What follows belongs to an exercise in optimizing a design on an open flow for small area, a short achievable clock period and few clock cycles per item; a production flow would make more cautious choices. Where RTL was checked, it was by simulation tests only, not by an equivalence proof against the original.

## JK
// lc4_processor
module lc4_processor(input wire         clk,
                     input wire         rst,
                     input wire         gwe,
                     output wire [15:0] o_cur_pc,
                     input wire [15:0]  i_cur_insn_A,
                     input wire [15:0]  i_cur_insn_B,
                     output wire [15:0] o_dmem_addr,
                     input wire [15:0]  i_cur_dmem_data,
                     output wire        o_dmem_we,
                     output wire [15:0] o_dmem_towrite,
                     output wire [ 1:0] test_stall_A,
                     output wire [ 1:0] test_stall_B,
                     output wire [15:0] test_cur_pc_A,
                     output wire [15:0] test_cur_pc_B,
                     output wire [15:0] test_cur_insn_A,
                     output wire [15:0] test_cur_insn_B,
                     output wire        test_regfile_we_A,
                     output wire        test_regfile_we_B,
                     output wire [ 2:0] test_regfile_wsel_A,
                     output wire [ 2:0] test_regfile_wsel_B,
                     output wire [15:0] test_regfile_data_A,
                     output wire [15:0] test_regfile_data_B,
                     output wire        test_nzp_we_A,
                     output wire        test_nzp_we_B,
                     output wire [ 2:0] test_nzp_new_bits_A,
                     output wire [ 2:0] test_nzp_new_bits_B,
                     output wire        test_dmem_we_A,
                     output wire        test_dmem_we_B,
                     output wire [15:0] test_dmem_addr_A,
                     output wire [15:0] test_dmem_addr_B,
                     output wire [15:0] test_dmem_data_A,
                     output wire [15:0] test_dmem_data_B,
                     input  wire [ 7:0] switch_data,
                     output wire [15:0] seven_segment_data,
                     output wire [ 7:0] led_data
                     );
export LEC_CHECK = 0
export CAP_MARGIN = 20
export CORE_MARGIN = 2
export CORE_UTILIZATION = 40
export SLEW_MARGIN = 20
export BUFFER_PORTS_ARGS = -buffer_cell sky130_fd_sc_hd__buf_4
create_clock -name core_clock -period 38.0 [get_ports {clk}]
standard.sh (not shown) runs the stock make flow with config.mk's settings and CLKGATE_MAP_FILE= SYNTH_SCRIPT=/design/flow/synth_recipe.tcl, a recipe that flattens the netlist after the stock synthesis.
==> flow/flow/run.sh <==
#!/bin/bash
set -euo pipefail
cat >> config.mk <<'EOC'
export BUFFER_PORTS_ARGS = -buffer_cell sky130_fd_sc_hd__buf_4
EOC
bash standard.sh > flow.log 2>&1
Testbench counts of JK, summed over its fixed seeds: cycles 73,510, instructions 64,000.
Modified inputs, PW compared to JK
Settings: CAP_MARGIN now 30, was 20; SLEW_MARGIN now 50, was 20.
Notes after the runs:
~same global router's overall resource usage in PW and JK. PW does worse than JK on aggregate routed wire length. Going from JK to PW, met1 demand-to-capacity share in global routing shows a reduction of 0.43 points; first-pass GRT wire length barely changed. In terms of met2 wire length, JK and PW differ only marginally. Standard cell with the maximum stage delay on the critical path = and2_1: JK; standard cell with the maximum stage delay on the critical path = nand2_1: PW. The higher design area came out of PW. Fraction of final layout cells with drive strength greater than 1 was higher in PW than in JK. Cmp PW vs JK: clock period minus worst slack lower in PW. Of PW and JK, the run reporting the lower count of clock-buffer cells in the layout was PW. Sequential fraction of total cell area is higher on JK.

## run a
Another version of the RTL of lc4_processor (not shown whole).
For scale: roughly 3000 cells after synthesis, ~340 flip-flops, ~29000 sq um of cells after synthesis.
Settings: LEC_CHECK=0, CAP_MARGIN=30, CORE_MARGIN=2, CORE_UTILIZATION=45, SLEW_MARGIN=50, BUFFER_PORTS_ARGS=-buffer_cell sky130_fd_sc_hd__buf_4; clock period 38.0 ns.
Scripts as last shown in full above: flow/flow/run.sh
Here is what was changed in the inputs of run b compared with run a.
- changing CORE_UTILIZATION from 45 to 30
==> comparison <==
The flow did not stop early for run b: all stages ran, and the layout cleared the timing, design-rule and antenna checks. Compared with run a, wire length of the first global-routing pass in run b decreased slightly. sky130_fd_sc_hd__clkinv_1 as the standard cell with the maximum stage delay on the critical path was reported by run b, and sky130_fd_sc_hd__inv_1 by run a. For run a, the endpoint of the most critical setup path was m_res[10], unlike run b, where it was m_res[15]. As of run b, wire length had fallen slightly compared to run a. Compared with run a, in run b insertion delay of the later-clocked pin in the worst-skew pair decreased 30 ps; sequential share of layout area decreased 0.57 points; number of antenna violations at the first check in global routing decreased 5; area after synthesis essentially unchanged; layout clock buffer count decreased about 9%. Sort run b and run a by vias per cell, descending, and run a comes first. Run b packs its core looser than run a. In the flow results for run b and run a, the wire length on met3 is smaller on run b.
No functional check of the RTL was part of any run of this note.

== rev 12 ==
Another version of the RTL of lc4_processor (not shown whole).
Size in the first run: ~3100 cells after synthesis, roughly 340 flip-flops, about 29000 sq um of cells after synthesis.
clock: 38.0 ns
lec_check: 0
cap_margin: 30
core_margin: 2
core_utilization: 55
slew_margin: 50
buffer_ports_args: -buffer_cell sky130_fd_sc_hd__buf_4
Scripts as last shown in full above: flow/flow/run.sh
Testbench counts of rev 12, summed over its fixed seeds: cycles 73,510, instructions 64,000.
> inputs changed (rev 12 -> rev 13)
Settings: a change of CORE_UTILIZATION from 55 to 40.
--- outcome ---
The fraction of final layout cells with drive strength greater than 1 of rev 12 and that of rev 13 are within noise of each other.
Number of setup buffers added after CTS of rev 13 is on par with rev 12.
Changes observed in rev 13 relative to rev 12: detailed-routing iteration count for the pre-antenna-repair pass fell 3; time the worst path needs with I/O delays and setup fell 0.41 ns.
Final weighted congestion of routability-driven global placement: rev 12 and rev 13 compared, lower one is rev 13
Delta (rev 13 minus rev 12): peak supply drop decreased by 52% relative to the old numbers, sequential portion of the cell area decreased by 0.29 points relative to the old numbers, final standard cell area without fillers increased by 290 sq um relative to the old numbers.

Another version of the RTL of lc4_processor (not shown whole).
Size in the first run: ~310 I/O pins, about 31,000 sq um of cells after synthesis.
==> flow/config.mk <==
export PLATFORM = sky130hd
export DESIGN_NAME = lc4_processor
export DESIGN_NICKNAME = lc4_processor
export VERILOG_FILES = /design/flow/design.v
export SDC_FILE = /design/flow/constraint.sdc
export NUM_CORES = 4
export LEC_CHECK = 0
export CAP_MARGIN = 50
export CORE_MARGIN = 2
export CORE_UTILIZATION = 40
export SLEW_MARGIN = 70
export BUFFER_PORTS_ARGS = -buffer_cell sky130_fd_sc_hd__buf_4
==> flow/constraint.sdc <==
create_clock -name core_clock -period 38.0 [get_ports {clk}]
set_input_delay 7.6000 -clock core_clock [delete_from_list [all_inputs] [get_ports {clk}]]
set_output_delay 7.6000 -clock core_clock [all_outputs]
set_load 0.01 [all_outputs]
Scripts as last shown in full above: flow/flow/run.sh
==> next run, changes <==
==> flow/run.sh (new file) <==
#!/bin/bash
# synth_recipe.tcl (not shown) runs the flow's synth.tcl, then flattens the netlist and writes it again
# the make line also repeats each setting of config.mk as NAME=value (left out here)
make -C /OpenROAD-flow-scripts/flow DESIGN_CONFIG=/design/flow/config.mk WORK_HOME=/design/flow/orfs CLKGATE_MAP_FILE= SYNTH_SCRIPT=/design/flow/synth_recipe.tcl finish
- BUFFER_PORTS_ARGS: -buffer_cell sky130_fd_sc_hd__buf_4 -> not set
removed: flow/flow/run.sh
removed: flow/standard.sh
Result:
- cell count climbs by 0.31%
- utilization went up by 0.75 points
- worst hold slack is better by 5.6 ps
- worst setup slack improves by 92 ps
- flip-flop and latch count stays the same
No run of this note included a check of the RTL's function; only the layout flow was run.

[static timing again, ports no longer ideal]
The results above use ideal ports. As a check the final layouts listed here were re-extracted and re-timed, cells and wires unchanged.
Step 1 (the two cells are an assumption about what drives the block):
set clk [get_ports {clk}]
set_driving_cell -lib_cell sky130_fd_sc_hd__clkbuf_16 $clk
set_driving_cell -lib_cell sky130_fd_sc_hd__buf_2 [delete_from_list [all_inputs] $clk]
Step 2 also shifts input and output timing later by t, the mid clock arrival at the registers, as if the neighbouring blocks saw the same clock.
Three values: no drivers, after step 1, after step 2; two values: the first two.
run	shift t [ns]	setup slack, ns	cell pins on the clock port's net
JK	0.629	28.279 / 28.292 / 27.663	1
PW	0.643	28.580 / 28.620 / 27.978	1
run a	0.647	28.324 / 28.324 / 28.324	1
run b	0.631	28.141 / 28.141 / 28.141	1
rev 12	0.639	28.257 / 28.257 / 28.099	1
rev 13	0.642	28.668 / 28.668 / 28.320	1
the first run of note 4	0.647	28.368 / 28.368 / 28.368	1
the second run of note 4	0.657	28.460 / 28.393 / 28.588	1
After both steps setup and hold are still met in every run listed. For JK, which loses most, drivers alone change the setup slack by +0.013 ns; drivers and shift together by -0.616 ns.
